This is an optimization exercise on Yosys and OpenROAD, whose aim is small area, a short achievable clock period and few clock cycles, not a production implementation. The RTL was checked by simulation tests, not by an equivalence proof against the original design. Power figures rest on the tool's default switching activity, not on a simulated workload.

==> design.v <==
`default_nettype none
module seq_gcd (
	input  wire        clk,
	input  wire        rst_n,
	input  wire [31:0] la_write_a,
	input  wire [31:0] la_write_b,
	input  wire [31:0] a_i,
	input  wire [31:0] b_i,
	output wire [31:0] gcd_o,
	output wire [31:0] rdata,
	output reg         ready
);
	reg [31:0] a_q;
	reg [31:0] b_q;
	reg        busy;
	wire la_load = (&la_write_a) & (&la_write_b);
	function [4:0] enc;
		input [31:0] oh;
		integer i, j;
		begin
			for (j = 0; j < 5; j = j + 1) begin
				enc[j] = 1'b0;
				for (i = 0; i < 32; i = i + 1)
					if ((i >> j) & 1) enc[j] = enc[j] | oh[i];
			end
		end
	endfunction
	wire [31:0] ab = a_q | b_q;
	wire [32:0] hk;
	assign hk[0] = 1'b0;
	assign hk[1] = hk[0] | ab[0];
	assign hk[2] = hk[1] | ab[1];
	assign hk[3] = hk[2] | ab[2];
	assign hk[4] = hk[3] | ab[3];
	assign hk[5] = hk[4] | ab[4];
	assign hk[6] = hk[5] | ab[5];
	assign hk[7] = hk[6] | ab[6];
	assign hk[8] = hk[7] | ab[7];
	assign hk[9] = hk[8] | ab[8];
	assign hk[10] = hk[9] | ab[9];
	assign hk[11] = hk[10] | ab[10];
	assign hk[12] = hk[11] | ab[11];
	assign hk[13] = hk[12] | ab[12];
	assign hk[14] = hk[13] | ab[13];
	assign hk[15] = hk[14] | ab[14];
	assign hk[16] = hk[15] | ab[15];
	assign hk[17] = hk[16] | ab[16];
	assign hk[18] = hk[17] | ab[17];
	assign hk[19] = hk[18] | ab[18];
	assign hk[20] = hk[19] | ab[19];
	assign hk[21] = hk[20] | ab[20];
	assign hk[22] = hk[21] | ab[21];
	assign hk[23] = hk[22] | ab[22];
	assign hk[24] = hk[23] | ab[23];
	assign hk[25] = hk[24] | ab[24];
	assign hk[26] = hk[25] | ab[25];
	assign hk[27] = hk[26] | ab[26];
	assign hk[28] = hk[27] | ab[27];
	assign hk[29] = hk[28] | ab[28];
	assign hk[30] = hk[29] | ab[29];
	assign hk[31] = hk[30] | ab[30];
	assign hk[32] = hk[31] | ab[31];
	wire [31:0] low    = ab & ~hk[31:0];
	wire [4:0]  k      = enc(low);
	wire        a_lo   = |(a_q & low);
	wire        b_lo   = |(b_q & low);
	wire        zop    = ~|a_q | ~|b_q;    
	wire [32:0] s0_v;
	wire [31:0] s0_p = a_q ^ ~b_q;
	wire [31:0] s0_g = a_q & ~b_q;
	wire s0_G1_0 = s0_g[1] | (s0_p[1] & (a_q[0] | ~b_q[0]));
	wire s0_G3_2 = s0_g[3] | (s0_p[3] & s0_g[2]);
	wire s0_P3_2 = s0_p[3] & s0_p[2];
	wire s0_G5_4 = s0_g[5] | (s0_p[5] & s0_g[4]);
	wire s0_P5_4 = s0_p[5] & s0_p[4];
	wire s0_G7_6 = s0_g[7] | (s0_p[7] & s0_g[6]);
	wire s0_P7_6 = s0_p[7] & s0_p[6];
	wire s0_G9_8 = s0_g[9] | (s0_p[9] & s0_g[8]);
	wire s0_P9_8 = s0_p[9] & s0_p[8];
	wire s0_G11_10 = s0_g[11] | (s0_p[11] & s0_g[10]);
	wire s0_P11_10 = s0_p[11] & s0_p[10];
	wire s0_G13_12 = s0_g[13] | (s0_p[13] & s0_g[12]);
	wire s0_P13_12 = s0_p[13] & s0_p[12];
	wire s0_G15_14 = s0_g[15] | (s0_p[15] & s0_g[14]);
	wire s0_P15_14 = s0_p[15] & s0_p[14];
	wire s0_G17_16 = s0_g[17] | (s0_p[17] & s0_g[16]);
	wire s0_P17_16 = s0_p[17] & s0_p[16];
	wire s0_G19_18 = s0_g[19] | (s0_p[19] & s0_g[18]);
	wire s0_P19_18 = s0_p[19] & s0_p[18];
	wire s0_G21_20 = s0_g[21] | (s0_p[21] & s0_g[20]);
	wire s0_P21_20 = s0_p[21] & s0_p[20];
	wire s0_G23_22 = s0_g[23] | (s0_p[23] & s0_g[22]);
	wire s0_P23_22 = s0_p[23] & s0_p[22];
	wire s0_G25_24 = s0_g[25] | (s0_p[25] & s0_g[24]);
	wire s0_P25_24 = s0_p[25] & s0_p[24];
	wire s0_G27_26 = s0_g[27] | (s0_p[27] & s0_g[26]);
	wire s0_P27_26 = s0_p[27] & s0_p[26];
	wire s0_G29_28 = s0_g[29] | (s0_p[29] & s0_g[28]);
	wire s0_P29_28 = s0_p[29] & s0_p[28];
	wire s0_G31_30 = s0_g[31] | (s0_p[31] & s0_g[30]);
	wire s0_P31_30 = s0_p[31] & s0_p[30];
	wire s0_G3_0 = s0_G3_2 | (s0_P3_2 & s0_G1_0);
	wire s0_G7_4 = s0_G7_6 | (s0_P7_6 & s0_G5_4);
	wire s0_P7_4 = s0_P7_6 & s0_P5_4;
	wire s0_G11_8 = s0_G11_10 | (s0_P11_10 & s0_G9_8);
	wire s0_P11_8 = s0_P11_10 & s0_P9_8;
	wire s0_G15_12 = s0_G15_14 | (s0_P15_14 & s0_G13_12);
	wire s0_P15_12 = s0_P15_14 & s0_P13_12;
	wire s0_G19_16 = s0_G19_18 | (s0_P19_18 & s0_G17_16);
	wire s0_P19_16 = s0_P19_18 & s0_P17_16;
	wire s0_G23_20 = s0_G23_22 | (s0_P23_22 & s0_G21_20);
	wire s0_P23_20 = s0_P23_22 & s0_P21_20;
	wire s0_G27_24 = s0_G27_26 | (s0_P27_26 & s0_G25_24);
	wire s0_P27_24 = s0_P27_26 & s0_P25_24;
	wire s0_G31_28 = s0_G31_30 | (s0_P31_30 & s0_G29_28);
	wire s0_P31_28 = s0_P31_30 & s0_P29_28;
	wire s0_G7_0 = s0_G7_4 | (s0_P7_4 & s0_G3_0);
	wire s0_G15_8 = s0_G15_12 | (s0_P15_12 & s0_G11_8);
	wire s0_P15_8 = s0_P15_12 & s0_P11_8;
	wire s0_G23_16 = s0_G23_20 | (s0_P23_20 & s0_G19_16);
	wire s0_P23_16 = s0_P23_20 & s0_P19_16;
	wire s0_G31_24 = s0_G31_28 | (s0_P31_28 & s0_G27_24);
	wire s0_P31_24 = s0_P31_28 & s0_P27_24;
	wire s0_G15_0 = s0_G15_8 | (s0_P15_8 & s0_G7_0);
	wire s0_G31_16 = s0_G31_24 | (s0_P31_24 & s0_G23_16);
	wire s0_P31_16 = s0_P31_24 & s0_P23_16;
	wire s0_G31_0 = s0_G31_16 | (s0_P31_16 & s0_G15_0);
	wire s0_G23_0 = s0_G23_16 | (s0_P23_16 & s0_G15_0);
	wire s0_G11_0 = s0_G11_8 | (s0_P11_8 & s0_G7_0);
	wire s0_G19_0 = s0_G19_16 | (s0_P19_16 & s0_G15_0);
	wire s0_G27_0 = s0_G27_24 | (s0_P27_24 & s0_G23_0);
	wire s0_G5_0 = s0_G5_4 | (s0_P5_4 & s0_G3_0);
	wire s0_G9_0 = s0_G9_8 | (s0_P9_8 & s0_G7_0);
	wire s0_G13_0 = s0_G13_12 | (s0_P13_12 & s0_G11_0);
	wire s0_G17_0 = s0_G17_16 | (s0_P17_16 & s0_G15_0);
	wire s0_G21_0 = s0_G21_20 | (s0_P21_20 & s0_G19_0);
	wire s0_G25_0 = s0_G25_24 | (s0_P25_24 & s0_G23_0);
	wire s0_G29_0 = s0_G29_28 | (s0_P29_28 & s0_G27_0);
	wire s0_G2_0 = s0_g[2] | (s0_p[2] & s0_G1_0);
	wire s0_G4_0 = s0_g[4] | (s0_p[4] & s0_G3_0);
	wire s0_G6_0 = s0_g[6] | (s0_p[6] & s0_G5_0);
	wire s0_G8_0 = s0_g[8] | (s0_p[8] & s0_G7_0);
	wire s0_G10_0 = s0_g[10] | (s0_p[10] & s0_G9_0);
	wire s0_G12_0 = s0_g[12] | (s0_p[12] & s0_G11_0);
	wire s0_G14_0 = s0_g[14] | (s0_p[14] & s0_G13_0);
	wire s0_G16_0 = s0_g[16] | (s0_p[16] & s0_G15_0);
	wire s0_G18_0 = s0_g[18] | (s0_p[18] & s0_G17_0);
	wire s0_G20_0 = s0_g[20] | (s0_p[20] & s0_G19_0);
	wire s0_G22_0 = s0_g[22] | (s0_p[22] & s0_G21_0);
	wire s0_G24_0 = s0_g[24] | (s0_p[24] & s0_G23_0);
	wire s0_G26_0 = s0_g[26] | (s0_p[26] & s0_G25_0);
	wire s0_G28_0 = s0_g[28] | (s0_p[28] & s0_G27_0);
	wire s0_G30_0 = s0_g[30] | (s0_p[30] & s0_G29_0);
	assign s0_v[0] = s0_p[0] ^ 1'b1;
	assign s0_v[1] = s0_p[1] ^ (a_q[0] | ~b_q[0]);
	assign s0_v[2] = s0_p[2] ^ s0_G1_0;
	assign s0_v[3] = s0_p[3] ^ s0_G2_0;
	assign s0_v[4] = s0_p[4] ^ s0_G3_0;
	assign s0_v[5] = s0_p[5] ^ s0_G4_0;
	assign s0_v[6] = s0_p[6] ^ s0_G5_0;
	assign s0_v[7] = s0_p[7] ^ s0_G6_0;
	assign s0_v[8] = s0_p[8] ^ s0_G7_0;
	assign s0_v[9] = s0_p[9] ^ s0_G8_0;
	assign s0_v[10] = s0_p[10] ^ s0_G9_0;
	assign s0_v[11] = s0_p[11] ^ s0_G10_0;
	assign s0_v[12] = s0_p[12] ^ s0_G11_0;
	assign s0_v[13] = s0_p[13] ^ s0_G12_0;
	assign s0_v[14] = s0_p[14] ^ s0_G13_0;
	assign s0_v[15] = s0_p[15] ^ s0_G14_0;
	assign s0_v[16] = s0_p[16] ^ s0_G15_0;
	assign s0_v[17] = s0_p[17] ^ s0_G16_0;
	assign s0_v[18] = s0_p[18] ^ s0_G17_0;
	assign s0_v[19] = s0_p[19] ^ s0_G18_0;
	assign s0_v[20] = s0_p[20] ^ s0_G19_0;
	assign s0_v[21] = s0_p[21] ^ s0_G20_0;
	assign s0_v[22] = s0_p[22] ^ s0_G21_0;
	assign s0_v[23] = s0_p[23] ^ s0_G22_0;
	assign s0_v[24] = s0_p[24] ^ s0_G23_0;
	assign s0_v[25] = s0_p[25] ^ s0_G24_0;
	assign s0_v[26] = s0_p[26] ^ s0_G25_0;
	assign s0_v[27] = s0_p[27] ^ s0_G26_0;
	assign s0_v[28] = s0_p[28] ^ s0_G27_0;
	assign s0_v[29] = s0_p[29] ^ s0_G28_0;
	assign s0_v[30] = s0_p[30] ^ s0_G29_0;
	assign s0_v[31] = s0_p[31] ^ s0_G30_0;
	assign s0_v[32] = ~s0_G31_0;
	wire        s0_neg  = s0_v[32];
	wire [31:0] s0_xy   = a_q ^ b_q;
	wire [32:0] s0_h;
	wire s0_h_1_0 = s0_xy[1] | s0_xy[0];
	wire s0_h_3_2 = s0_xy[3] | s0_xy[2];
	wire s0_h_5_4 = s0_xy[5] | s0_xy[4];
	wire s0_h_7_6 = s0_xy[7] | s0_xy[6];
	wire s0_h_9_8 = s0_xy[9] | s0_xy[8];
	wire s0_h_11_10 = s0_xy[11] | s0_xy[10];
	wire s0_h_13_12 = s0_xy[13] | s0_xy[12];
	wire s0_h_15_14 = s0_xy[15] | s0_xy[14];
	wire s0_h_17_16 = s0_xy[17] | s0_xy[16];
	wire s0_h_19_18 = s0_xy[19] | s0_xy[18];
	wire s0_h_21_20 = s0_xy[21] | s0_xy[20];
	wire s0_h_23_22 = s0_xy[23] | s0_xy[22];
	wire s0_h_25_24 = s0_xy[25] | s0_xy[24];
	wire s0_h_27_26 = s0_xy[27] | s0_xy[26];
	wire s0_h_29_28 = s0_xy[29] | s0_xy[28];
	wire s0_h_31_30 = s0_xy[31] | s0_xy[30];
	wire s0_h_3_0 = s0_h_3_2 | s0_h_1_0;
	wire s0_h_7_4 = s0_h_7_6 | s0_h_5_4;
	wire s0_h_11_8 = s0_h_11_10 | s0_h_9_8;
	wire s0_h_15_12 = s0_h_15_14 | s0_h_13_12;
	wire s0_h_19_16 = s0_h_19_18 | s0_h_17_16;
	wire s0_h_23_20 = s0_h_23_22 | s0_h_21_20;
	wire s0_h_27_24 = s0_h_27_26 | s0_h_25_24;
	wire s0_h_31_28 = s0_h_31_30 | s0_h_29_28;
	wire s0_h_7_0 = s0_h_7_4 | s0_h_3_0;
	wire s0_h_15_8 = s0_h_15_12 | s0_h_11_8;
	wire s0_h_23_16 = s0_h_23_20 | s0_h_19_16;
	wire s0_h_31_24 = s0_h_31_28 | s0_h_27_24;
	wire s0_h_15_0 = s0_h_15_8 | s0_h_7_0;
	wire s0_h_31_16 = s0_h_31_24 | s0_h_23_16;
	wire s0_h_31_0 = s0_h_31_16 | s0_h_15_0;
	wire s0_h_23_0 = s0_h_23_16 | s0_h_15_0;
	wire s0_h_11_0 = s0_h_11_8 | s0_h_7_0;
	wire s0_h_19_0 = s0_h_19_16 | s0_h_15_0;
	wire s0_h_27_0 = s0_h_27_24 | s0_h_23_0;
	wire s0_h_5_0 = s0_h_5_4 | s0_h_3_0;
	wire s0_h_9_0 = s0_h_9_8 | s0_h_7_0;
	wire s0_h_13_0 = s0_h_13_12 | s0_h_11_0;
	wire s0_h_17_0 = s0_h_17_16 | s0_h_15_0;
	wire s0_h_21_0 = s0_h_21_20 | s0_h_19_0;
	wire s0_h_25_0 = s0_h_25_24 | s0_h_23_0;
	wire s0_h_29_0 = s0_h_29_28 | s0_h_27_0;
	wire s0_h_2_0 = s0_xy[2] | s0_h_1_0;
	wire s0_h_4_0 = s0_xy[4] | s0_h_3_0;
	wire s0_h_6_0 = s0_xy[6] | s0_h_5_0;
	wire s0_h_8_0 = s0_xy[8] | s0_h_7_0;
	wire s0_h_10_0 = s0_xy[10] | s0_h_9_0;
	wire s0_h_12_0 = s0_xy[12] | s0_h_11_0;
	wire s0_h_14_0 = s0_xy[14] | s0_h_13_0;
	wire s0_h_16_0 = s0_xy[16] | s0_h_15_0;
	wire s0_h_18_0 = s0_xy[18] | s0_h_17_0;
	wire s0_h_20_0 = s0_xy[20] | s0_h_19_0;
	wire s0_h_22_0 = s0_xy[22] | s0_h_21_0;
	wire s0_h_24_0 = s0_xy[24] | s0_h_23_0;
	wire s0_h_26_0 = s0_xy[26] | s0_h_25_0;
	wire s0_h_28_0 = s0_xy[28] | s0_h_27_0;
	wire s0_h_30_0 = s0_xy[30] | s0_h_29_0;
	assign s0_h[0] = 1'b0;
	assign s0_h[1] = s0_xy[0];
	assign s0_h[2] = s0_h_1_0;
	assign s0_h[3] = s0_h_2_0;
	assign s0_h[4] = s0_h_3_0;
	assign s0_h[5] = s0_h_4_0;
	assign s0_h[6] = s0_h_5_0;
	assign s0_h[7] = s0_h_6_0;
	assign s0_h[8] = s0_h_7_0;
	assign s0_h[9] = s0_h_8_0;
	assign s0_h[10] = s0_h_9_0;
	assign s0_h[11] = s0_h_10_0;
	assign s0_h[12] = s0_h_11_0;
	assign s0_h[13] = s0_h_12_0;
	assign s0_h[14] = s0_h_13_0;
	assign s0_h[15] = s0_h_14_0;
	assign s0_h[16] = s0_h_15_0;
	assign s0_h[17] = s0_h_16_0;
	assign s0_h[18] = s0_h_17_0;
	assign s0_h[19] = s0_h_18_0;
	assign s0_h[20] = s0_h_19_0;
	assign s0_h[21] = s0_h_20_0;
	assign s0_h[22] = s0_h_21_0;
	assign s0_h[23] = s0_h_22_0;
	assign s0_h[24] = s0_h_23_0;
	assign s0_h[25] = s0_h_24_0;
	assign s0_h[26] = s0_h_25_0;
	assign s0_h[27] = s0_h_26_0;
	assign s0_h[28] = s0_h_27_0;
	assign s0_h[29] = s0_h_28_0;
	assign s0_h[30] = s0_h_29_0;
	assign s0_h[31] = s0_h_30_0;
	assign s0_h[32] = s0_h_31_0;
	wire        s0_zero = ~s0_h[32];
	wire [31:0] s0_u    = s0_v[31:0] ^ (s0_h[31:0] & {32{s0_neg}});
	wire [4:0]  s0_amt  = enc(s0_xy & ~s0_h[31:0]) - k;
	wire [2:0]  s0_sh   = (|s0_amt[4:3]) ? {3{1'b1}} : s0_amt[2:0];
	wire [31:0] s0_n    = s0_u >> s0_sh;
	wire [31:0] x1   = s0_neg ? a_q : b_q;         
	wire        pre1 = s0_neg ? ~a_lo : ~b_lo;    
	wire [31:0] y1   = s0_n & ~{32{pre1}};
	wire [32:0] s1_v;
	wire [31:0] s1_p = x1 ^ ~y1;
	wire [31:0] s1_g = x1 & ~y1;
	wire s1_G1_0 = s1_g[1] | (s1_p[1] & (x1[0] | ~y1[0]));
	wire s1_G3_2 = s1_g[3] | (s1_p[3] & s1_g[2]);
	wire s1_P3_2 = s1_p[3] & s1_p[2];
	wire s1_G5_4 = s1_g[5] | (s1_p[5] & s1_g[4]);
	wire s1_P5_4 = s1_p[5] & s1_p[4];
	wire s1_G7_6 = s1_g[7] | (s1_p[7] & s1_g[6]);
	wire s1_P7_6 = s1_p[7] & s1_p[6];
	wire s1_G9_8 = s1_g[9] | (s1_p[9] & s1_g[8]);
	wire s1_P9_8 = s1_p[9] & s1_p[8];
	wire s1_G11_10 = s1_g[11] | (s1_p[11] & s1_g[10]);
	wire s1_P11_10 = s1_p[11] & s1_p[10];
	wire s1_G13_12 = s1_g[13] | (s1_p[13] & s1_g[12]);
	wire s1_P13_12 = s1_p[13] & s1_p[12];
	wire s1_G15_14 = s1_g[15] | (s1_p[15] & s1_g[14]);
	wire s1_P15_14 = s1_p[15] & s1_p[14];
	wire s1_G17_16 = s1_g[17] | (s1_p[17] & s1_g[16]);
	wire s1_P17_16 = s1_p[17] & s1_p[16];
	wire s1_G19_18 = s1_g[19] | (s1_p[19] & s1_g[18]);
	wire s1_P19_18 = s1_p[19] & s1_p[18];
	wire s1_G21_20 = s1_g[21] | (s1_p[21] & s1_g[20]);
	wire s1_P21_20 = s1_p[21] & s1_p[20];
	wire s1_G23_22 = s1_g[23] | (s1_p[23] & s1_g[22]);
	wire s1_P23_22 = s1_p[23] & s1_p[22];
	wire s1_G25_24 = s1_g[25] | (s1_p[25] & s1_g[24]);
	wire s1_P25_24 = s1_p[25] & s1_p[24];
	wire s1_G27_26 = s1_g[27] | (s1_p[27] & s1_g[26]);
	wire s1_P27_26 = s1_p[27] & s1_p[26];
	wire s1_G29_28 = s1_g[29] | (s1_p[29] & s1_g[28]);
	wire s1_P29_28 = s1_p[29] & s1_p[28];
	wire s1_G31_30 = s1_g[31] | (s1_p[31] & s1_g[30]);
	wire s1_P31_30 = s1_p[31] & s1_p[30];
	wire s1_G3_0 = s1_G3_2 | (s1_P3_2 & s1_G1_0);
	wire s1_G7_4 = s1_G7_6 | (s1_P7_6 & s1_G5_4);
	wire s1_P7_4 = s1_P7_6 & s1_P5_4;
	wire s1_G11_8 = s1_G11_10 | (s1_P11_10 & s1_G9_8);
	wire s1_P11_8 = s1_P11_10 & s1_P9_8;
	wire s1_G15_12 = s1_G15_14 | (s1_P15_14 & s1_G13_12);
	wire s1_P15_12 = s1_P15_14 & s1_P13_12;
	wire s1_G19_16 = s1_G19_18 | (s1_P19_18 & s1_G17_16);
	wire s1_P19_16 = s1_P19_18 & s1_P17_16;
	wire s1_G23_20 = s1_G23_22 | (s1_P23_22 & s1_G21_20);
	wire s1_P23_20 = s1_P23_22 & s1_P21_20;
	wire s1_G27_24 = s1_G27_26 | (s1_P27_26 & s1_G25_24);
	wire s1_P27_24 = s1_P27_26 & s1_P25_24;
	wire s1_G31_28 = s1_G31_30 | (s1_P31_30 & s1_G29_28);
	wire s1_P31_28 = s1_P31_30 & s1_P29_28;
	wire s1_G7_0 = s1_G7_4 | (s1_P7_4 & s1_G3_0);
	wire s1_G15_8 = s1_G15_12 | (s1_P15_12 & s1_G11_8);
	wire s1_P15_8 = s1_P15_12 & s1_P11_8;
	wire s1_G23_16 = s1_G23_20 | (s1_P23_20 & s1_G19_16);
	wire s1_P23_16 = s1_P23_20 & s1_P19_16;
	wire s1_G31_24 = s1_G31_28 | (s1_P31_28 & s1_G27_24);
	wire s1_P31_24 = s1_P31_28 & s1_P27_24;
	wire s1_G15_0 = s1_G15_8 | (s1_P15_8 & s1_G7_0);
	wire s1_G31_16 = s1_G31_24 | (s1_P31_24 & s1_G23_16);
	wire s1_P31_16 = s1_P31_24 & s1_P23_16;
	wire s1_G31_0 = s1_G31_16 | (s1_P31_16 & s1_G15_0);
	wire s1_G23_0 = s1_G23_16 | (s1_P23_16 & s1_G15_0);
	wire s1_G11_0 = s1_G11_8 | (s1_P11_8 & s1_G7_0);
	wire s1_G19_0 = s1_G19_16 | (s1_P19_16 & s1_G15_0);
	wire s1_G27_0 = s1_G27_24 | (s1_P27_24 & s1_G23_0);
	wire s1_G5_0 = s1_G5_4 | (s1_P5_4 & s1_G3_0);
	wire s1_G9_0 = s1_G9_8 | (s1_P9_8 & s1_G7_0);
	wire s1_G13_0 = s1_G13_12 | (s1_P13_12 & s1_G11_0);
	wire s1_G17_0 = s1_G17_16 | (s1_P17_16 & s1_G15_0);
	wire s1_G21_0 = s1_G21_20 | (s1_P21_20 & s1_G19_0);
	wire s1_G25_0 = s1_G25_24 | (s1_P25_24 & s1_G23_0);
	wire s1_G29_0 = s1_G29_28 | (s1_P29_28 & s1_G27_0);
	wire s1_G2_0 = s1_g[2] | (s1_p[2] & s1_G1_0);
	wire s1_G4_0 = s1_g[4] | (s1_p[4] & s1_G3_0);
	wire s1_G6_0 = s1_g[6] | (s1_p[6] & s1_G5_0);
	wire s1_G8_0 = s1_g[8] | (s1_p[8] & s1_G7_0);
	wire s1_G10_0 = s1_g[10] | (s1_p[10] & s1_G9_0);
	wire s1_G12_0 = s1_g[12] | (s1_p[12] & s1_G11_0);
	wire s1_G14_0 = s1_g[14] | (s1_p[14] & s1_G13_0);
	wire s1_G16_0 = s1_g[16] | (s1_p[16] & s1_G15_0);
	wire s1_G18_0 = s1_g[18] | (s1_p[18] & s1_G17_0);
	wire s1_G20_0 = s1_g[20] | (s1_p[20] & s1_G19_0);
	wire s1_G22_0 = s1_g[22] | (s1_p[22] & s1_G21_0);
	wire s1_G24_0 = s1_g[24] | (s1_p[24] & s1_G23_0);
	wire s1_G26_0 = s1_g[26] | (s1_p[26] & s1_G25_0);
	wire s1_G28_0 = s1_g[28] | (s1_p[28] & s1_G27_0);
	wire s1_G30_0 = s1_g[30] | (s1_p[30] & s1_G29_0);
	assign s1_v[0] = s1_p[0] ^ 1'b1;
	assign s1_v[1] = s1_p[1] ^ (x1[0] | ~y1[0]);
	assign s1_v[2] = s1_p[2] ^ s1_G1_0;
	assign s1_v[3] = s1_p[3] ^ s1_G2_0;
	assign s1_v[4] = s1_p[4] ^ s1_G3_0;
	assign s1_v[5] = s1_p[5] ^ s1_G4_0;
	assign s1_v[6] = s1_p[6] ^ s1_G5_0;
	assign s1_v[7] = s1_p[7] ^ s1_G6_0;
	assign s1_v[8] = s1_p[8] ^ s1_G7_0;
	assign s1_v[9] = s1_p[9] ^ s1_G8_0;
	assign s1_v[10] = s1_p[10] ^ s1_G9_0;
	assign s1_v[11] = s1_p[11] ^ s1_G10_0;
	assign s1_v[12] = s1_p[12] ^ s1_G11_0;
	assign s1_v[13] = s1_p[13] ^ s1_G12_0;
	assign s1_v[14] = s1_p[14] ^ s1_G13_0;
	assign s1_v[15] = s1_p[15] ^ s1_G14_0;
	assign s1_v[16] = s1_p[16] ^ s1_G15_0;
	assign s1_v[17] = s1_p[17] ^ s1_G16_0;
	assign s1_v[18] = s1_p[18] ^ s1_G17_0;
	assign s1_v[19] = s1_p[19] ^ s1_G18_0;
	assign s1_v[20] = s1_p[20] ^ s1_G19_0;
	assign s1_v[21] = s1_p[21] ^ s1_G20_0;
	assign s1_v[22] = s1_p[22] ^ s1_G21_0;
	assign s1_v[23] = s1_p[23] ^ s1_G22_0;
	assign s1_v[24] = s1_p[24] ^ s1_G23_0;
	assign s1_v[25] = s1_p[25] ^ s1_G24_0;
	assign s1_v[26] = s1_p[26] ^ s1_G25_0;
	assign s1_v[27] = s1_p[27] ^ s1_G26_0;
	assign s1_v[28] = s1_p[28] ^ s1_G27_0;
	assign s1_v[29] = s1_p[29] ^ s1_G28_0;
	assign s1_v[30] = s1_p[30] ^ s1_G29_0;
	assign s1_v[31] = s1_p[31] ^ s1_G30_0;
	assign s1_v[32] = ~s1_G31_0;
	wire        s1_neg  = s1_v[32];
	wire [31:0] s1_xy   = x1 ^ y1;
	wire [32:0] s1_h;
	wire s1_h_1_0 = s1_xy[1] | s1_xy[0];
	wire s1_h_3_2 = s1_xy[3] | s1_xy[2];
	wire s1_h_5_4 = s1_xy[5] | s1_xy[4];
	wire s1_h_7_6 = s1_xy[7] | s1_xy[6];
	wire s1_h_9_8 = s1_xy[9] | s1_xy[8];
	wire s1_h_11_10 = s1_xy[11] | s1_xy[10];
	wire s1_h_13_12 = s1_xy[13] | s1_xy[12];
	wire s1_h_15_14 = s1_xy[15] | s1_xy[14];
	wire s1_h_17_16 = s1_xy[17] | s1_xy[16];
	wire s1_h_19_18 = s1_xy[19] | s1_xy[18];
	wire s1_h_21_20 = s1_xy[21] | s1_xy[20];
	wire s1_h_23_22 = s1_xy[23] | s1_xy[22];
	wire s1_h_25_24 = s1_xy[25] | s1_xy[24];
	wire s1_h_27_26 = s1_xy[27] | s1_xy[26];
	wire s1_h_29_28 = s1_xy[29] | s1_xy[28];
	wire s1_h_31_30 = s1_xy[31] | s1_xy[30];
	wire s1_h_3_0 = s1_h_3_2 | s1_h_1_0;
	wire s1_h_7_4 = s1_h_7_6 | s1_h_5_4;
	wire s1_h_11_8 = s1_h_11_10 | s1_h_9_8;
	wire s1_h_15_12 = s1_h_15_14 | s1_h_13_12;
	wire s1_h_19_16 = s1_h_19_18 | s1_h_17_16;
	wire s1_h_23_20 = s1_h_23_22 | s1_h_21_20;
	wire s1_h_27_24 = s1_h_27_26 | s1_h_25_24;
	wire s1_h_31_28 = s1_h_31_30 | s1_h_29_28;
	wire s1_h_7_0 = s1_h_7_4 | s1_h_3_0;
	wire s1_h_15_8 = s1_h_15_12 | s1_h_11_8;
	wire s1_h_23_16 = s1_h_23_20 | s1_h_19_16;
	wire s1_h_31_24 = s1_h_31_28 | s1_h_27_24;
	wire s1_h_15_0 = s1_h_15_8 | s1_h_7_0;
	wire s1_h_31_16 = s1_h_31_24 | s1_h_23_16;
	wire s1_h_31_0 = s1_h_31_16 | s1_h_15_0;
	wire s1_h_23_0 = s1_h_23_16 | s1_h_15_0;
	wire s1_h_11_0 = s1_h_11_8 | s1_h_7_0;
	wire s1_h_19_0 = s1_h_19_16 | s1_h_15_0;
	wire s1_h_27_0 = s1_h_27_24 | s1_h_23_0;
	wire s1_h_5_0 = s1_h_5_4 | s1_h_3_0;
	wire s1_h_9_0 = s1_h_9_8 | s1_h_7_0;
	wire s1_h_13_0 = s1_h_13_12 | s1_h_11_0;
	wire s1_h_17_0 = s1_h_17_16 | s1_h_15_0;
	wire s1_h_21_0 = s1_h_21_20 | s1_h_19_0;
	wire s1_h_25_0 = s1_h_25_24 | s1_h_23_0;
	wire s1_h_29_0 = s1_h_29_28 | s1_h_27_0;
	wire s1_h_2_0 = s1_xy[2] | s1_h_1_0;
	wire s1_h_4_0 = s1_xy[4] | s1_h_3_0;
	wire s1_h_6_0 = s1_xy[6] | s1_h_5_0;
	wire s1_h_8_0 = s1_xy[8] | s1_h_7_0;
	wire s1_h_10_0 = s1_xy[10] | s1_h_9_0;
	wire s1_h_12_0 = s1_xy[12] | s1_h_11_0;
	wire s1_h_14_0 = s1_xy[14] | s1_h_13_0;
	wire s1_h_16_0 = s1_xy[16] | s1_h_15_0;
	wire s1_h_18_0 = s1_xy[18] | s1_h_17_0;
	wire s1_h_20_0 = s1_xy[20] | s1_h_19_0;
	wire s1_h_22_0 = s1_xy[22] | s1_h_21_0;
	wire s1_h_24_0 = s1_xy[24] | s1_h_23_0;
	wire s1_h_26_0 = s1_xy[26] | s1_h_25_0;
	wire s1_h_28_0 = s1_xy[28] | s1_h_27_0;
	wire s1_h_30_0 = s1_xy[30] | s1_h_29_0;
	assign s1_h[0] = 1'b0;
	assign s1_h[1] = s1_xy[0];
	assign s1_h[2] = s1_h_1_0;
	assign s1_h[3] = s1_h_2_0;
	assign s1_h[4] = s1_h_3_0;
	assign s1_h[5] = s1_h_4_0;
	assign s1_h[6] = s1_h_5_0;
	assign s1_h[7] = s1_h_6_0;
	assign s1_h[8] = s1_h_7_0;
	assign s1_h[9] = s1_h_8_0;
	assign s1_h[10] = s1_h_9_0;
	assign s1_h[11] = s1_h_10_0;
	assign s1_h[12] = s1_h_11_0;
	assign s1_h[13] = s1_h_12_0;
	assign s1_h[14] = s1_h_13_0;
	assign s1_h[15] = s1_h_14_0;
	assign s1_h[16] = s1_h_15_0;
	assign s1_h[17] = s1_h_16_0;
	assign s1_h[18] = s1_h_17_0;
	assign s1_h[19] = s1_h_18_0;
	assign s1_h[20] = s1_h_19_0;
	assign s1_h[21] = s1_h_20_0;
	assign s1_h[22] = s1_h_21_0;
	assign s1_h[23] = s1_h_22_0;
	assign s1_h[24] = s1_h_23_0;
	assign s1_h[25] = s1_h_24_0;
	assign s1_h[26] = s1_h_25_0;
	assign s1_h[27] = s1_h_26_0;
	assign s1_h[28] = s1_h_27_0;
	assign s1_h[29] = s1_h_28_0;
	assign s1_h[30] = s1_h_29_0;
	assign s1_h[31] = s1_h_30_0;
	assign s1_h[32] = s1_h_31_0;
	wire        s1_zero = ~s1_h[32];
	wire [31:0] s1_u    = s1_v[31:0] ^ (s1_h[31:0] & {32{s1_neg}});
	wire [4:0]  s1_amt  = enc(s1_xy & ~s1_h[31:0]) - k;
	wire [2:0]  s1_sh   = (|s1_amt[4:3]) ? {3{1'b1}} : s1_amt[2:0];
	wire [31:0] s1_n    = s1_u >> s1_sh;
	wire        to_n0 = zop | pre1 | ~(s0_zero | s1_zero | s1_neg);
	wire [31:0] a_nx  = to_n0 ? s0_n : x1;
	wire [31:0] b_nx  = s1_n;
	wire        done  = zop | s0_zero | s1_zero;
	always @(posedge clk) begin
		a_q <= busy ? a_nx : a_i;
		b_q <= busy ? b_nx : b_i;
	end
	always @(posedge clk or negedge rst_n) begin
		if (~rst_n) begin
			busy  <= 1'b0;
			ready <= 1'b0;
		end else begin
			busy  <= busy ? ~done : la_load;
			ready <= busy & done;
		end
	end
	assign gcd_o = a_q;
	assign rdata = 32'd0;
endmodule
`default_nettype wire
==> flow/run.sh <==
#!/bin/bash
# The standard layout with two changes: port buffers use the smallest buffer
# cell (buf_1) instead of buffer_ports' default choice, and clock tree
# synthesis uses small clock buffers and adds no dummy loads.
set -euo pipefail
export BUFFER_PORTS_ARGS="-buffer_cell sky130_fd_sc_hd__buf_1"
export CTS_ARGS="-sink_clustering_enable -sink_clustering_size 80 -sink_clustering_max_diameter 400 -repair_clock_nets -dont_use_dummy_load -buf_list sky130_fd_sc_hd__clkbuf_8 -root_buf sky130_fd_sc_hd__clkbuf_16"
bash standard.sh > flow.log 2>&1
==> standard.sh <==
#!/bin/bash
# synth_recipe.tcl (not shown) runs the flow's synth.tcl, then flattens the netlist and writes it again
# the make line also repeats each setting of config.mk as NAME=value (left out here)
make -C /OpenROAD-flow-scripts/flow DESIGN_CONFIG=/design/flow/config.mk WORK_HOME=/design/flow/orfs CLKGATE_MAP_FILE= SYNTH_SCRIPT=/design/flow/synth_recipe.tcl "${@:-finish}"
==> config.mk <==
export PLATFORM = sky130hd
export DESIGN_NAME = seq_gcd
export DESIGN_NICKNAME = seq_gcd
export VERILOG_FILES = /design/flow/design.v
export SDC_FILE = /design/flow/constraint.sdc
export NUM_CORES = 4
export LEC_CHECK = 0
export ABC_AREA = 1
export CAP_MARGIN = 20
export CORE_MARGIN = 2
export CORE_UTILIZATION = 50
export PLACE_DENSITY = 0.7
export SLEW_MARGIN = 20
==> constraint.sdc <==
create_clock -name core_clock -period 70.0 [get_ports {clk}]
set_input_delay 14.0000 -clock core_clock [delete_from_list [all_inputs] [get_ports {clk}]]
set_output_delay 14.0000 -clock core_clock [all_outputs]
set_load 0.01 [all_outputs]
==> summary.txt, run 1 <==
Run status:
- The flow ran to the end and the layout has no timing, DRC or antenna violations.

Yosys:
- The synthesized instance count is 2018.
- The warning count from the yosys run is 1.
- The share of synthesized flip-flops with an asynchronous set or reset is 3.03%.
- The number of distinct library cell variants in the gate-level netlist after synthesis is 57.
- In the synthesized netlist the dominant register cell turns out to be dfxtp_1.
- The count of flip-flops with a built-in enable after synthesis is 0.
- Each instance of the synthesized netlist takes up on average 6.01 um2.
- Synthesis inferred 66 register bits.
- Of all cell types, the one taking the most synthesized area is nand2_1.
- After synthesis, the cell types taking the most area are nand2_1, nand3_1, ha_1, dfxtp_1, inv_1.
- Sequential elements use 11.0% of the synthesized area.
- In this run the biggest area consumer among cell types represents 14.8% of the synthesized area.
- The synthesized area is 12100 um2.

Timing:
- Static timing analysis puts the maximum clock frequency at 0.0664 GHz.
- The final critical path takes up 21.5% of the cycle.
- The number of endpoints with negative hold slack in the final report is 0.
- The minimum setup slack in the final design is 54.95 ns.
- At the pin with the least slew margin, the transition time is 1.05 ns.
- Setup repair after global routing left no endpoint under its margin.
- The total of endpoints with negative setup slack in the final report is 0.
- The clock period minus worst slack is 15.05 ns.
- The max-slew headroom at the worst pin is 30.0%.
- The clock arrives with 0.0188 ns of skew.
- The sum of negative setup slack is 0 ns.
- The final max-slew violation count is 0.

Critical path:
- The type of the setup path with the least slack is reg2out.
- In this design, the stage delay of the slowest critical-path cell is 0.51 ns.
- The depth of the critical timing path with buffers and inverters included is 1.
- The endpoint type of the worst setup path is a primary output.
- In this run the register-to-register setup slack is 57.49 ns.
- The nature of the critical path startpoint is a register.
- The cell depth of the worst flop-to-flop path is 63.
- The critical path goes through buf_1.
- For the worst setup path, the data required time is 56.00 ns.
- The arrival time of data at the critical path endpoint is 1.05 ns.
- Among all stages on the critical path, the largest delay is contributed by dfxtp_1.
- Together, buffers and inverters on the worst path number 1.
- The largest delay contributor family on the critical path is flip-flops.
- Along the worst path, the maximum fanout reaches 6.

Finish:
- In the final layout, the multi-input gates occupy 9390 um2.
- From synthesis to final layout, the design area changed by 6.40%.
- The sequential cell area in the final layout is 1330 um2.
- After filler insertion, the fill cell instance count of the layout stands at 2550.
- The library cells used most frequently in the layout, excluding fill and tap cells, are nand2_1, nand3_1, inv_1, nor2_1, buf_1.
- Leaving out fill and tap cells, the most frequent cell in the layout is nand2_1.
- The share of cells above drive strength 1 is 3.92%.
- The final layout contains 2385 nets.
- The diode insertion count for antenna repair is 0.

Global routing:
- The total overflow left after global routing is 0.
- The initial antenna violation count is 0.
- The first global-routing pass estimated 69.6 mm of wire.
- The via count of the first global-routing pass was 12620.
- The largest net degree at the start of global routing is 99.
- The overall global routing resource usage is 34.4%.

Clocking:
- The total setup buffers inserted after CTS is 0.
- Once the clock tree was built, the resizer swapped 0 gates to a different size.
- The clock-pin slew reported for the worst setup and hold paths after clock tree synthesis is 0.06 ns.
- Hold repair after CTS inserted 0 buffers.
- The number of buffers created by CTS is 9.
- The maximum buffer depth of the clock tree is 2.
- TritonCTS built the clock tree.
- The clock latency at the later pin of the worst-skew pair is 0.35 ns.
- The sink count of the clock tree is 66.
- The H-tree depth is 3.
- The tree is rooted in a clkbuf_16.

Placement:
- During placement, the flow inserted port buffers numbering 162.
- Prior to clock tree synthesis, the placed netlist has a worst setup slack of 55.10 ns.
- The post-DP HPWL is 37.1 mm.
- The global placement routability congestion is 0.991.

Power:
- In this run the power spent charging and discharging nets is 0.279 mW.
- The internal power is 0.181 mW.
- The clock network burns 8.6% of the power.
- The power density normalized to cell area is 35.6 nW/um2.
- The analysis attributes to cell leakage a power of 6.41 nW.
- The sequential share of power is 9.4%.
- Of the total power, the share spent switching nets is 60.6%.
- Across the VDD grid, the largest voltage drop is 0.0571 mV.
- The share of total power dissipated in combinational logic is 82.0%.

Route:
- The average vias per placed instance is 5.77.
- The total routed wirelength is 45.3 mm.
- The pre-antenna-repair detailed-routing pass consisted of 6 iterations.
- The number of DRC markers in iteration 0 is 1597.
- The post-detailed-route DRC marker count is 0.
- The remaining antenna violation count is 0.
- The total number of vias is 14063.
- In the final routed layout, each cell accounts on average for 18.6 um.

Floorplanning:
- From left edge to right edge, the die measures 160 um.
- In this run the standard cell core region covers 23600 um2.
- The starting density of the core is 51.4%.
- The die is 160 um tall.
- The die covers 25500 um2.
- After floorplanning, the core was divided into 56 placement rows.
- The boundary pin count is 195.

Flow run:
- Across the run, the number of max-cap violations was 0.

Min path:
- The kind of path behind the tightest hold check is reg2reg.
- The count of cells along the worst hold path is 2.
## final timing paths
path                         start         to
min reg2reg                   busy    b_q[27]
max                        a_q[10]  gcd_o[10]
min                           busy    b_q[27]
max in group asynchronous    rst_n       busy
min in group asynchronous    rst_n       busy
max reg2reg                 a_q[4]    b_q[19]
## power groups by stage
| stage | sequential, mW | clock [mW] | combinational (mW) |
|---|---|---|---|
| global placement | 0.0436 | 0 | 0.366 |
| finish | 0.0431 | 0.0395 | 0.377 |
| global route | 0.0432 | 0.0414 | 0.421 |
| floorplan | 0.0425 | 0 | 0.301 |
| detailed placement | 0.0436 | 0 | 0.365 |
| CTS | 0.0428 | 0.0401 | 0.369 |
## cell usage after synthesis, drive strengths merged, types with 5 or more instances
cell / count
dfxtp: 64
nor3: 21
inv: 236
clkbuf: 34
o22ai: 9
or2: 7
nand3: 346
buf: 70
nor2: 225
nand4: 90
o21bai: 5
o21ai: 59
nor4: 30
fa: 32
ha: 103
xnor2: 36
nand2: 490
a21oi: 43
xor2: 60
o211ai: 6
## layout make-up
type	count	area share (%)
Multi-Input combinational cell	1636	72.8
Inverter	239	6.98
Tap cell	319	3.09
Clock buffer	9	1.75
Sequential cell	66	10.3
Timing Repair Buffer	168	5.06
## worst min-delay path, delay by kind of cell, from the launching register on
| family | cells | cell delay (ns) |
|---|---|---|
| DFF | 1 | 0.45 |
| and+or+nand+nor | 2 | 0.16 |
## metrics by stage
step	power (mW)	area (um2)	hold WS, ns	cells	util, %
floorplan	0.344	12200	0.520	2049	-
global placement	0.409	12700	0.611	2428	53.7
detailed placement	0.409	12700	0.613	2428	53.7
CTS	0.452	12900	0.628	2437	54.6
global route	0.505	12900	0.688	2437	54.6
finish	0.460	12900	0.642	2437	54.6
## logic make-up after synthesis
kind of cell    count (synthesis)  synth area share, %
simple gates                 1216                 45.8
buf+inv                       347                 12.6
compound gates                157                 7.77
fa+ha+maj                     135                 15.9
xor+xnor                       96                 6.93
flops                          66                 11.0
other cells                     1               0.0309
## registers in the layout (all words and copies together) (netlist names)
name,cells
a_q,32
b_q,32
busy,1
ready,1
## routing by layer
layer	routed length, um	up-vias	global-route usage (%)	part of all wire [%]
li1	-	6826	-	-
met1	20300	6439	51.2	45
met2	18900	732	50.1	42
met3	5250	66	8.05	12
met4	885	0	7.48	2.0
met5	0	-	0	0
Testbench counts, summed over its fixed seeds: cycles 24,209.
==> run 2: changes to the inputs <==
==> flow/run.sh (replaced) <==
#!/bin/bash
# The standard layout with two changes: port buffers use the smallest buffer
# cell (buf_1) instead of buffer_ports' default choice, and clock tree
# synthesis uses small clock buffers and adds no dummy loads.
set -euo pipefail
export BUFFER_PORTS_ARGS="-buffer_cell sky130_fd_sc_hd__buf_1"
export CTS_ARGS="-sink_clustering_enable -repair_clock_nets -dont_use_dummy_load -buf_list sky130_fd_sc_hd__clkbuf_4 -root_buf sky130_fd_sc_hd__clkbuf_8"
bash standard.sh > flow.log 2>&1
==> run 2 against run 1 <==
Against the previous run: critical path type unchanged; hold slack better by 0.0016 ns; cell count is the same; worst setup slack got worse by 0.030 ns; synthesized area unchanged; largest cell class unchanged; final area shrank 0.79%; non-clock buffer count did not move; sequential power about the same; critical path depth unchanged; global-route usage barely moved; clock skew rose by 0.0058 ns; synthesized cell count unchanged; routed wire length hardly changed.
==> summary.txt, run 2 <==
Global routing:
- The overall global routing resource usage is 34.4% (about the same).
- The global-route wire length before repair was 69.5 mm (was 69.6 mm).
- The largest net degree at the start of global routing came to 99 (unchanged).
- The total global routing overflow is 0 (unchanged).
- The initial antenna violation count is 0 (unchanged).
- The via count of the first global-routing pass is 12639 (was 12620).

Clocking:
- The clock-pin slew reported for the worst setup and hold paths after clock tree synthesis is 0.08 ns (was 0.06 ns).
- The clock latency at the later pin of the worst-skew pair is 0.38 ns (was 0.35 ns).
- The maximum buffer depth of the clock tree came to 2 (unchanged).
- The clock tree from TritonCTS is built (unchanged).
- The number of hold buffers added after cts is 0 (unchanged).
- The number of gates given a new drive strength after cts came to 0 (unchanged).
- The number of buffers created by CTS is 9 (unchanged).
- The sink count of the clock tree is 66 (unchanged).
- The H-tree depth came to 3 (unchanged).
- The clock root buffer master is clkbuf_8 (was clkbuf_16).
- The total setup buffers inserted after CTS is 0 (unchanged).

Critical path:
- The largest delay contributor family on the critical path is flip-flops (unchanged).
- The endpoint type of the worst setup path is a primary output (unchanged).
- The arrival time of data at the critical path endpoint is 1.08 ns (was 1.05 ns).
- The depth of the critical timing path with buffers and inverters included was 1 (unchanged).
- The peak fanout along the critical path is 6 (unchanged).
- The delay contributed by the slowest stage of the critical path is 0.51 ns (about the same).
- The nature of the critical path startpoint was a register (unchanged).
- The cell with the biggest individual delay on the critical path is dfxtp_1 (unchanged).
- The type of the setup path with the least slack is reg2out (unchanged).
- The buffers plus inverters on the worst setup path was 1 (unchanged).
- The cell depth of the worst flop-to-flop path came to 64 (was 63).
- The required time of the critical path is 56.00 ns (about the same).
- CP Cell Sequence: buf_1 (unchanged).

Finish:
- Commonest cells after routing, fill and taps aside: nand2_1, nand3_1, inv_1, nor2_1, buf_1 (unchanged).
- The most frequent standard cell in the layout excluding fill and tap cells is nand2_1 (unchanged).
- The total number of nets in the final design was 2385 (unchanged).
- The diode insertion count for antenna repair is 0 (unchanged).
- The share of cells above drive strength 1 is 3.92% (unchanged).
- Largest registers: a_q (32), b_q (32) (unchanged).
- The layout overhead on the synthesized area is 5.56% (was 6.40%).

Floorplanning:
- The die span in x is 160 um (unchanged).
- The die outline height is 160 um (unchanged).
- The boundary pin count is 195 (unchanged).
- The area of the core region came to 23600 um2 (unchanged).
- The number of rows in the core area is 56 (unchanged).
- The area of the die is 25500 um2 (unchanged).
- The starting density of the core is 51.4% (unchanged).

Route:
- The total routed wirelength is 45.3 mm (about the same).
- The routed length per instance is 18.6 um (about the same).
- The post-detailed-route DRC marker count is 0 (unchanged).
- The total number of vias is 14013 (was 14063).
- The remaining antenna violation count came to 0 (unchanged).
- The number of DRC markers in iteration 0 came to 1630 (was 1597).
- The average vias per placed instance is 5.75 (was 5.77).
- The number of detailed-route iterations in the first pass is 7 (was 6).

Yosys:
- The warning count from the yosys run is 1 (unchanged).
- The number of distinct library cell variants in the gate-level netlist after synthesis is 57 (unchanged).
- The synthesized area divided by synthesized cell count came to 6.01 um2 (unchanged).
- Leading cell types by total area after synthesis: nand2_1, nand3_1, ha_1, dfxtp_1, inv_1 (unchanged).
- The synthesized instance count is 2018 (unchanged).
- Most numerous cell types in the synthesized netlist: nand2_1, nand3_1, inv_1 (unchanged).
- The dominant register cell in the synthesized netlist is dfxtp_1 (unchanged).
- The synthesized area is 12100 um2 (unchanged).
- The number of synthesized register bits came to 66 (unchanged).
- The post-synthesis cell type with the largest combined area is nand2_1 (unchanged).
- The most common cell in the netlist is nand2_1 (unchanged).
- The area fraction of the dominant cell type after synthesis was 14.8% (unchanged).
- The count of flip-flops with a built-in enable after synthesis is 0 (unchanged).
- The share of synthesized flip-flops with an asynchronous set or reset is 3.03% (unchanged).
- The post-synthesis sequential area ratio is 11.0% (unchanged).

Placement:
- The post-DP HPWL is 37.1 mm (unchanged).
- The number of buffer cells added on primary ports is 162 (unchanged).
- The worst slack at placement is 55.10 ns (unchanged).
- The global placement routability congestion was 0.991 (unchanged).

Min path:
- The count of cells along the worst hold path was 2 (unchanged).
- The kind of path behind the tightest hold check was reg2reg (unchanged).

Flow run:
- The number of max-cap violations is 0 (unchanged).

Timing:
- The final max-slew violation count is 0 (unchanged).
- The sum of negative setup slack was 0 ns (unchanged).
- The slew of the pin with the lowest slew margin is 1.04 ns (was 1.05 ns).
- The maximum clock frequency is 0.0663 GHz (was 0.0664 GHz).
- The minimum setup slack in the final design is 54.92 ns (was 54.95 ns).
- The clock period minus worst slack is 15.08 ns (was 15.05 ns).
- The final period utilization is 21.5% (about the same).
- The clock skew is 0.0247 ns (was 0.0188 ns).
- RSZ-0062 raised after global routing: no (unchanged).
- The total of endpoints with negative setup slack in the final report is 0 (unchanged).
- The number of endpoints with negative hold slack in the final report is 0 (unchanged).
- The max-slew headroom at the worst pin came to 30.6% (was 30.0%).

Power:
- The clock network fraction of total power is 6.1% (was 8.6%).
- The power density normalized to cell area is 35.0 nW/um2 (was 35.6 nW/um2).
- The switching portion of total power was 62.0% (was 60.6%).
- The worst IR drop on VDD is 0.0578 mV (was 0.0571 mV).
- The switching power of the nets is 0.277 mW (was 0.279 mW).
- The fraction of power consumed by combinational cells is 84.3% (was 82.0%).
- The static leakage is 6.36 nW (was 6.41 nW).
- The internal power is 0.170 mW (was 0.181 mW).
- The sequential share of power is 9.6% (was 9.4%).

Run status:
- Result of the run: complete, no violations (unchanged).
## run 2: cell count changes in the layout (fill, tap and decap cells not counted)
cell | previous run | this run
clkbuf_16 | 9 | 0
clkbuf_8 | 0 | 9
## run 2: cells by family (layout without fill, tap and decap cells)
kind of cell | Yosys count | after routing | share of synthesized area (%)
compound gates | 157 | 157 | 7.77
flops | 66 | 66 | 11.0
fa+ha+maj | 135 | 135 | 15.9
xor+xnor | 96 | 96 | 6.93
buf+inv | 347 | 416 | 12.6
other cells | 1 | 32 | 0.0309
simple gates | 1216 | 1216 | 45.8
## run 2: power groups by stage
stage | logic (mW) | registers, mW | clock network, mW
4_1_cts | 0.369 | 0.0428 | 0.0277
6_report | 0.377 | 0.0430 | 0.0274
5_1_grt | 0.420 | 0.0432 | 0.0290
2_1_floorplan | 0.301 | 0.0425 | 0
3_5_place_dp | 0.365 | 0.0436 | 0
3_3_place_gp | 0.366 | 0.0436 | 0
## run 2: path summary, 6_finish.rpt
| check | from | end | slack, ns |
|---|---|---|---|
| max in group asynchronous | rst_n | busy | 56.48 |
| max reg2reg | a_q[4] | b_q[17] | 57.40 |
| min reg2reg | busy | b_q[27] | 0.64 |
| min in group asynchronous | rst_n | ready | 13.40 |
| min | busy | b_q[27] | 0.64 |
| max | a_q[10] | gcd_o[10] | 54.92 |
## run 2: metrics by stage
stage	hold WS [ns]	power, mW	cell area (um2)	util [%]	std cells
final	0.643	0.447	12800	54.2	2437
after global routing	0.693	0.493	12800	54.2	2437
after CTS	0.632	0.439	12800	54.2	2437
after detailed placement	0.613	0.409	12700	53.7	2428
after global placement	0.611	0.409	12700	53.7	2428
after floorplan	0.520	0.344	12200	-	2049
## run 2: layout make-up
cell class | count | area [um2]
fill | 2566 | 10800
multi-input combinational | 1636 | 9390
sequential | 66 | 1330
inverter | 239 | 901
timing repair buffer | 168 | 653
tap | 319 | 399
clock buffer | 9 | 124
## run 2: metal layers
layer | wire length [um] | part of all wire [%] | global-route usage (%) | vias to the layer above
li1 | - | - | - | 6823
met1 | 20200 | 45 | 51.0 | 6392
met2 | 18800 | 42 | 50.0 | 739
met3 | 5420 | 12 | 8.29 | 59
met4 | 871 | 1.9 | 7.98 | 0
met5 | 0 | 0 | 0 | -
==> run 3: changes to the inputs <==
--- a/design.v
+++ b/design.v
@@ -65,5 +65,5 @@
 	wire        a_lo   = |(a_q & low);
 	wire        b_lo   = |(b_q & low);
-	wire        zop    = ~|a_q | ~|b_q;    
+	wire        zop    = 1'b0;
 	wire [32:0] s0_v;
 	wire [31:0] s0_p = a_q ^ ~b_q;
==> run 3 against run 2 <==
Against the previous run: still clean on timing, DRC and antenna; die area down 1.1%; first-iteration DRC count down 1.6%; hold slack worse by 0.019 ns; final area down 1.0%; clock skew down 0.0031 ns; clock-buffer cell count unchanged; synthesized cell count down 1.1%; highest routed layer unchanged.
==> summary.txt, run 3 <==
Run status:
- Result of the run: complete, no violations (unchanged).

Yosys:
- Most numerous cell types in the synthesized netlist: nand2_1, nand3_1, inv_1 (unchanged).
- The warning count from the yosys run was 1 (unchanged).
- The share of synthesized flip-flops with an asynchronous set or reset was 3.03% (unchanged).
- The number of synthesized register bits is 66 (unchanged).
- The number of distinct library cell variants in the gate-level netlist after synthesis is 56 (was 57).
- The area fraction of the dominant cell type after synthesis came to 15.0% (was 14.8%).
- The synthesized instance count is 1995 (was 2018).
- The post-synthesis cell type with the largest combined area is nand2_1 (unchanged).
- The dominant register cell in the synthesized netlist was dfxtp_1 (unchanged).
- The post-synthesis sequential area ratio is 11.1% (was 11.0%).
- Leading cell types by total area after synthesis: nand2_1, nand3_1, ha_1, dfxtp_1, inv_1 (unchanged).
- The synthesized area is 12000 um2 (was 12100 um2).
- The count of flip-flops with a built-in enable after synthesis came to 0 (unchanged).
- The most common cell in the netlist is nand2_1 (unchanged).
- The synthesized area divided by synthesized cell count is 6.01 um2 (about the same).

Clocking:
- The clock root buffer master is clkbuf_8 (unchanged).
- The number of gates given a new drive strength after cts is 0 (unchanged).
- The clock tree from TritonCTS is built (unchanged).
- The number of buffers created by CTS is 9 (unchanged).
- The H-tree depth came to 3 (unchanged).
- The sink count of the clock tree is 66 (unchanged).
- The maximum buffer depth of the clock tree was 2 (unchanged).
- The clock latency at the later pin of the worst-skew pair was 0.38 ns (about the same).
- The number of hold buffers added after cts was 0 (unchanged).
- The total setup buffers inserted after CTS is 0 (unchanged).
- The clock-pin slew reported for the worst setup and hold paths after clock tree synthesis is 0.08 ns (about the same).

Route:
- The average vias per placed instance is 5.69 (was 5.75).
- The routed length per instance was 17.4 um (was 18.6 um).
- The post-detailed-route DRC marker count came to 0 (unchanged).
- The total number of vias is 13753 (was 14013).
- The number of detailed-route iterations in the first pass came to 6 (was 7).
- The number of DRC markers in iteration 0 is 1604 (was 1630).
- The remaining antenna violation count was 0 (unchanged).
- The total routed wirelength came to 42.0 mm (was 45.3 mm).

Flow run:
- The number of max-cap violations is 0 (unchanged).

Timing:
- The sum of negative setup slack was 0 ns (unchanged).
- The clock skew came to 0.0215 ns (was 0.0247 ns).
- The maximum clock frequency came to 0.0663 GHz (about the same).
- The total of endpoints with negative setup slack in the final report was 0 (unchanged).
- The number of endpoints with negative hold slack in the final report is 0 (unchanged).
- The final max-slew violation count was 0 (unchanged).
- RSZ-0062 raised after global routing: no (unchanged).
- The slew of the pin with the lowest slew margin is 1.08 ns (was 1.04 ns).
- The final period utilization was 21.6% (was 21.5%).
- The clock period minus worst slack is 15.09 ns (was 15.08 ns).
- The smallest hold slack is 0.625 ns (was 0.643 ns).
- The max-slew headroom at the worst pin was 28.2% (was 30.6%).

Finish:
- The layout overhead on the synthesized area came to 5.72% (was 5.56%).
- The area of combinational cells with multiple inputs is 9230 um2 (was 9390 um2).
- The number of fill cells is 2489 (was 2566).
- The sequential cell area in the final layout is 1330 um2 (unchanged).
- The diode insertion count for antenna repair came to 0 (unchanged).
- Commonest cells after routing, fill and taps aside: nand2_1, nand3_1, inv_1, nor2_1, buf_1 (unchanged).
- The share of cells above drive strength 1 is 3.58% (was 3.92%).
- The cell area after layout was 12700 um2 (was 12800 um2).
- The number of standard cells in the layout, taps in and fillers out came to 2415 (was 2437).
- The total number of nets in the final design is 2363 (was 2385).
- The most frequent standard cell in the layout excluding fill and tap cells is nand2_1 (unchanged).
- Largest registers: a_q (32), b_q (32) (unchanged).

Power:
- The worst IR drop on VDD is 0.0381 mV (was 0.0578 mV).
- The overall power after layout is 0.444 mW (was 0.447 mW).
- The static leakage was 6.30 nW (was 6.36 nW).
- The switching portion of total power came to 61.7% (was 62.0%).
- The power density normalized to cell area came to 35.1 nW/um2 (was 35.0 nW/um2).
- The fraction of power consumed by combinational cells was 84.0% (was 84.3%).
- The internal power is 0.170 mW (about the same).
- The clock network fraction of total power is 6.4% (was 6.1%).
- The sequential share of power came to 9.6% (about the same).
- The switching power of the nets was 0.274 mW (was 0.277 mW).

Critical path:
- The required time of the critical path came to 56.00 ns (about the same).
- The nature of the critical path startpoint is a register (unchanged).
- The endpoint type of the worst setup path is a primary output (unchanged).
- The largest delay contributor family on the critical path is flip-flops (unchanged).
- The arrival time of data at the critical path endpoint is 1.09 ns (was 1.08 ns).
- The worst reg2reg path startpoint was b_q[0] (was a_q[4]).
- The type of the setup path with the least slack is reg2out (unchanged).
- The cell with the biggest individual delay on the critical path is dfxtp_1 (unchanged).
- The delay contributed by the slowest stage of the critical path came to 0.51 ns (about the same).
- The buffers plus inverters on the worst setup path came to 1 (unchanged).
- CP Cell Sequence: buf_1 (unchanged).
- The launching instance or port of the critical path was a_q[10] (unchanged).
- The peak fanout along the critical path was 5 (was 6).

Min path:
- The origin of the worst min-delay path is busy (unchanged).
- The kind of path behind the tightest hold check is reg2reg (unchanged).

Floorplanning:
- The starting density of the core is 51.1% (was 51.4%).
- The area of the core region is 23500 um2 (was 23600 um2).
- The boundary pin count is 195 (unchanged).
- The number of rows in the core area is 56 (unchanged).
- The die outline height is 159 um (was 160 um).
- The die span in x is 159 um (was 160 um).
- The area of the die came to 25200 um2 (was 25500 um2).

Global routing:
- The largest net degree at the start of global routing came to 81 (was 99).
- The via count of the first global-routing pass came to 12268 (was 12639).
- The global-route wire length before repair is 64.6 mm (was 69.5 mm).
- The overall global routing resource usage is 32.0% (was 34.4%).
- The initial antenna violation count is 0 (unchanged).
- The total global routing overflow is 0 (unchanged).

Placement:
- The global placement routability congestion came to 1.04 (was 0.991).
- The count of placed standard cells including taps is 2406 (was 2428).
- The post-place instance area came to 12500 um2 (was 12700 um2).
- The number of buffer cells added on primary ports came to 162 (unchanged).
- The post-DP HPWL is 34.4 mm (was 37.1 mm).
==> run 3: changes by cell type after synthesis, moves of 9 or more <==
cell / change
nor2_1: +10
inv_1: +19
nand3_1: -29
nand4_1: -16
nor4_1: -20
o2111ai_1: +9
buf_4: -11
==> run 3: worst paths after layout <==
| path | slack, ns | depth (start not counted) | end |
|---|---|---|---|
| min in group asynchronous | 13.40 | 1 | ready |
| setup reg to reg | 57.18 | 68 | b_q[18] |
| max in group asynchronous | 56.48 | 1 | busy |
| hold / removal | 0.62 | 2 | b_q[27] |
| setup / recovery | 54.91 | 1 | gcd_o[10] |
| hold reg to reg | 0.62 | 2 | b_q[27] |
==> run 3: per-stage QoR <==
stage                     setup slack (ns)  utilization, %
after floorplan                      55.35               -
after global placement               55.12            53.4
after detailed placement             55.11            53.4
after CTS                            54.90            54.0
after global routing                 54.87            54.0
final                                54.91            54.0
==> run 3: cells by family after synthesis <==
group	after synthesis	share of synthesized area, %
flops	66	11.1
compound gates	172	8.80
buf+inv	358	12.9
simple gates	1167	44.0
xor+xnor	96	7.02
fa+ha+maj	135	16.1
other cells	1	0.0313
==> run 3: area by class of cell <==
cell class	count	share of cell area, %
clock buffer	9	0.978
inverter	253	7.51
multi-input combinational	1602	72.8
sequential	66	10.5
tap	319	3.15
timing repair buffer	166	5.04
==> run 3: per-layer routing <==
| metal | routed length [um] | up-vias | global-route usage [%] | share of wire, % |
|---|---|---|---|---|
| met4 | 1260 | 0 | 10.5 | 3.0 |
| li1 | - | 6697 | - | - |
| met2 | 16900 | 736 | 45.7 | 40 |
| met5 | 0 | - | 0 | 0 |
| met1 | 19500 | 6240 | 48.9 | 46 |
| met3 | 4360 | 80 | 4.23 | 10 |
==> run 3: power by group through the flow <==
stage / registers [mW] / clock network, mW / logic [mW]
finish: 0.0426 / 0.0283 / 0.373
global route: 0.0428 / 0.0298 / 0.415
CTS: 0.0424 / 0.0286 / 0.365
detailed placement: 0.0433 / 0 / 0.360
global placement: 0.0432 / 0 / 0.359
floorplan: 0.0423 / 0 / 0.295
Testbench counts of run 3, summed over its fixed seeds: cycles 24,209.
==> run 4: changes to the inputs <==
--- a/config.mk
+++ b/config.mk
@@ -7,7 +7,7 @@
 export LEC_CHECK = 0
 export ABC_AREA = 1
-export CAP_MARGIN = 20
+export CAP_MARGIN = 0
 export CORE_MARGIN = 2
 export CORE_UTILIZATION = 50
 export PLACE_DENSITY = 0.7
-export SLEW_MARGIN = 20
+export SLEW_MARGIN = 0
==> run 4 against run 3 <==
Against the previous run: largest power group unchanged; non-clock buffer count is the same; final area barely moved; sequential power hardly changed; clock skew is essentially flat; via count grew 0.15%; critical path depth is the same; sequential share of layout area barely moved.
==> summary.txt, run 4 <==
Run status:
- Result of the run: complete, no violations (unchanged).

Route:
- The average vias per placed instance is 5.70 (was 5.69).
- The total routed wirelength is 42.1 mm (was 42.0 mm).
- The number of detailed-route iterations in the first pass is 6 (unchanged).
- The post-detailed-route DRC marker count is 0 (unchanged).
- The total number of vias is 13773 (was 13753).

Global routing:
- The overall global routing resource usage is 32.0% (unchanged).
- The initial antenna violation count is 0 (unchanged).
- The largest net degree at the start of global routing was 81 (unchanged).
- The total global routing overflow was 0 (unchanged).

Clocking:
- The clock latency at the later pin of the worst-skew pair was 0.39 ns (was 0.38 ns).
- The total setup buffers inserted after CTS is 0 (unchanged).
- The number of gates given a new drive strength after cts is 0 (unchanged).
- The H-tree depth is 3 (unchanged).
- The number of hold buffers added after cts is 0 (unchanged).
- The clock root buffer master is clkbuf_8 (unchanged).
- The clock-pin slew reported for the worst setup and hold paths after clock tree synthesis is 0.08 ns (about the same).
- The sink count of the clock tree was 66 (unchanged).

Critical path:
- The peak fanout along the critical path came to 5 (unchanged).
- The buffers plus inverters on the worst setup path is 1 (unchanged).
- The endpoint type of the worst setup path is a primary output (unchanged).
- The delay contributed by the slowest stage of the critical path came to 0.51 ns (about the same).
- The arrival time of data at the critical path endpoint is 1.09 ns (about the same).
- CP Cell Sequence: buf_1 (unchanged).
- The cell with the biggest individual delay on the critical path is dfxtp_1 (unchanged).
- The required time of the critical path is 56.00 ns (about the same).

Power:
- The internal power is 0.170 mW (about the same).
- The switching power of the nets is 0.274 mW (about the same).
- The worst IR drop on VDD is 0.0383 mV (was 0.0381 mV).
- The clock network fraction of total power is 6.4% (about the same).
- The fraction of power consumed by combinational cells came to 84.0% (about the same).
- The static leakage was 6.29 nW (was 6.30 nW).
- The sequential share of power is 9.6% (about the same).

Finish:
- The cell area after layout is 12700 um2 (about the same).
- The diode insertion count for antenna repair is 0 (unchanged).
- Commonest cells after routing, fill and taps aside: nand2_1, nand3_1, inv_1, nor2_1, buf_1 (unchanged).
- The share of cells above drive strength 1 was 3.53% (was 3.58%).
- Largest registers: a_q (32), b_q (32) (unchanged).
- The total number of nets in the final design was 2363 (unchanged).

Timing:
- The max-slew headroom at the worst pin is 18.4% (was 28.2%).
- The clock skew is 0.0214 ns (was 0.0215 ns).
- The number of endpoints with negative hold slack in the final report was 0 (unchanged).
- The final max-slew violation count is 0 (unchanged).
- The maximum clock frequency is 0.0663 GHz (about the same).
- The total of endpoints with negative setup slack in the final report is 0 (unchanged).
- The sum of negative setup slack is 0 ns (unchanged).
- The slew of the pin with the lowest slew margin is 1.22 ns (was 1.08 ns).

Yosys:
- The synthesized instance count is 1995 (unchanged).
- The main combinational cell family by area after synthesis is simple AND/OR/NAND/NOR gates (unchanged).
- The area fraction of the dominant cell type after synthesis is 15.0% (unchanged).
- The synthesized-area fraction occupied by ao, oa, aoi and oai cells is 8.80% (unchanged).
- The synthesized area was 12000 um2 (unchanged).
- The share of synthesized flip-flops with an asynchronous set or reset is 3.03% (unchanged).
- The post-synthesis share of cell area spent on full adders, half adders and majority gates is 16.1% (unchanged).
- The count of flip-flops with a built-in enable after synthesis is 0 (unchanged).
- The mux share of post-synthesis cell area is 0% (unchanged).
- The number of distinct library cell variants in the gate-level netlist after synthesis is 56 (unchanged).
- The number of synthesized register bits is 66 (unchanged).
- Leading cell types by total area after synthesis: nand2_1, nand3_1, ha_1, dfxtp_1, inv_1 (unchanged).
- The warning count from the yosys run is 1 (unchanged).

Placement:
- The post-DP HPWL is 34.4 mm (unchanged).
- The post-place instance area is 12500 um2 (unchanged).
- The global placement routability congestion is 1.04 (unchanged).
- The number of buffer cells added on primary ports is 162 (unchanged).

Floorplanning:
- The area of the core region is 23500 um2 (unchanged).
- The die span in x is 159 um (unchanged).
- The starting density of the core is 51.1% (unchanged).
- The die outline height is 159 um (unchanged).
- The boundary pin count is 195 (unchanged).

Min path:
- The kind of path behind the tightest hold check is reg2reg (unchanged).

Flow run:
- The number of max-cap violations came to 0 (unchanged).
run 4: through the flow:
stage / setup slack [ns] / hold WS, ns / utilization, % / instances
final: 54.91 / 0.625 / 54.0 / 2415
after global routing: 54.87 / 0.703 / 54.0 / 2415
after CTS: 54.90 / 0.631 / 54.0 / 2415
after detailed placement: 55.11 / 0.612 / 53.4 / 2406
after global placement: 55.12 / 0.606 / 53.4 / 2406
after floorplan: 55.35 / 0.545 / - / 2026
run 4: layout make-up:
cell class              count  area, um2  share of cell area, %
multi-input cells        1602       9220                   72.8
clock buffers               9        124                  0.978
inverters                 253        951                   7.51
flip-flops and latches     66       1330                   10.5
repair buffers            166        638                   5.04
well taps                 319        399                   3.15
run 4: layer usage:
metal / track usage, % / part of all wire (%) / vias up / wire length [um]
li1: - / - / 6691 / -
met1: 48.9 / 46 / 6233 / 19500
met2: 45.7 / 40 / 769 / 16900
met3: 4.23 / 10 / 80 / 4410
met4: 10.5 / 3.0 / 0 / 1260
met5: 0 / 0 / - / 0
run 4: power groups by stage:
stage	combinational [mW]	clock [mW]	sequential [mW]
floorplan	0.295	0	0.0423
global placement	0.359	0	0.0432
detailed placement	0.360	0	0.0433
CTS	0.365	0.0286	0.0424
global route	0.415	0.0298	0.0428
finish	0.373	0.0284	0.0426
run 4: path summary, 6_finish.rpt:
check / start / cells after the start / slack, ns / to
max: a_q[10] / 1 / 54.91 / gcd_o[10]
min: busy / 2 / 0.62 / b_q[27]
min reg2reg: busy / 2 / 0.62 / b_q[27]
min in group asynchronous: rst_n / 1 / 13.40 / ready
max in group asynchronous: rst_n / 1 / 56.48 / busy
max reg2reg: b_q[0] / 68 / 57.21 / b_q[18]
run 4: cells by family (layout without fill, tap and decap cells):
family | Yosys count | in the layout
and+or+nand+nor | 1167 | 1167
buffers and inverters | 358 | 428
AOI/OAI and AO/OA | 172 | 172
adders and majority gates | 135 | 135
xor gates and xnor gates | 96 | 96
DFF | 66 | 66
other | 1 | 32

-- afterwards: timing with drivers on the ports --
The flow's constraints put no driver on any port. The routed layouts listed below were extracted and timed again, unchanged, in two steps. Step 1: set_driving_cell puts a clkbuf_16 on clk and a buf_2 on each other input, an assumption about the parent block. Step 2, shift: input delay + t, output delay - t, t = (earliest + latest rising clock arrival at the registers) / 2. This alone moves slack from input paths to output paths. Three values: ideal, step 1, step 2; two values: the first two.
| run | t (ns) | slack for setup (ns) | latest minus earliest clock arrival (ns) |
|---|---|---|---|
| run 1 | 0.392 | 54.950 / 54.902 / 55.061 | 0.019 / 0.019 |
| run 2 | 0.415 | 54.920 / 54.877 / 55.061 | 0.025 / 0.025 |
| run 3 | 0.415 | 54.911 / 54.869 / 55.111 | 0.022 / 0.022 |
| run 4 | 0.417 | 54.909 / 54.867 / 55.112 | 0.021 / 0.021 |
After both steps setup and hold are still met in every run listed.
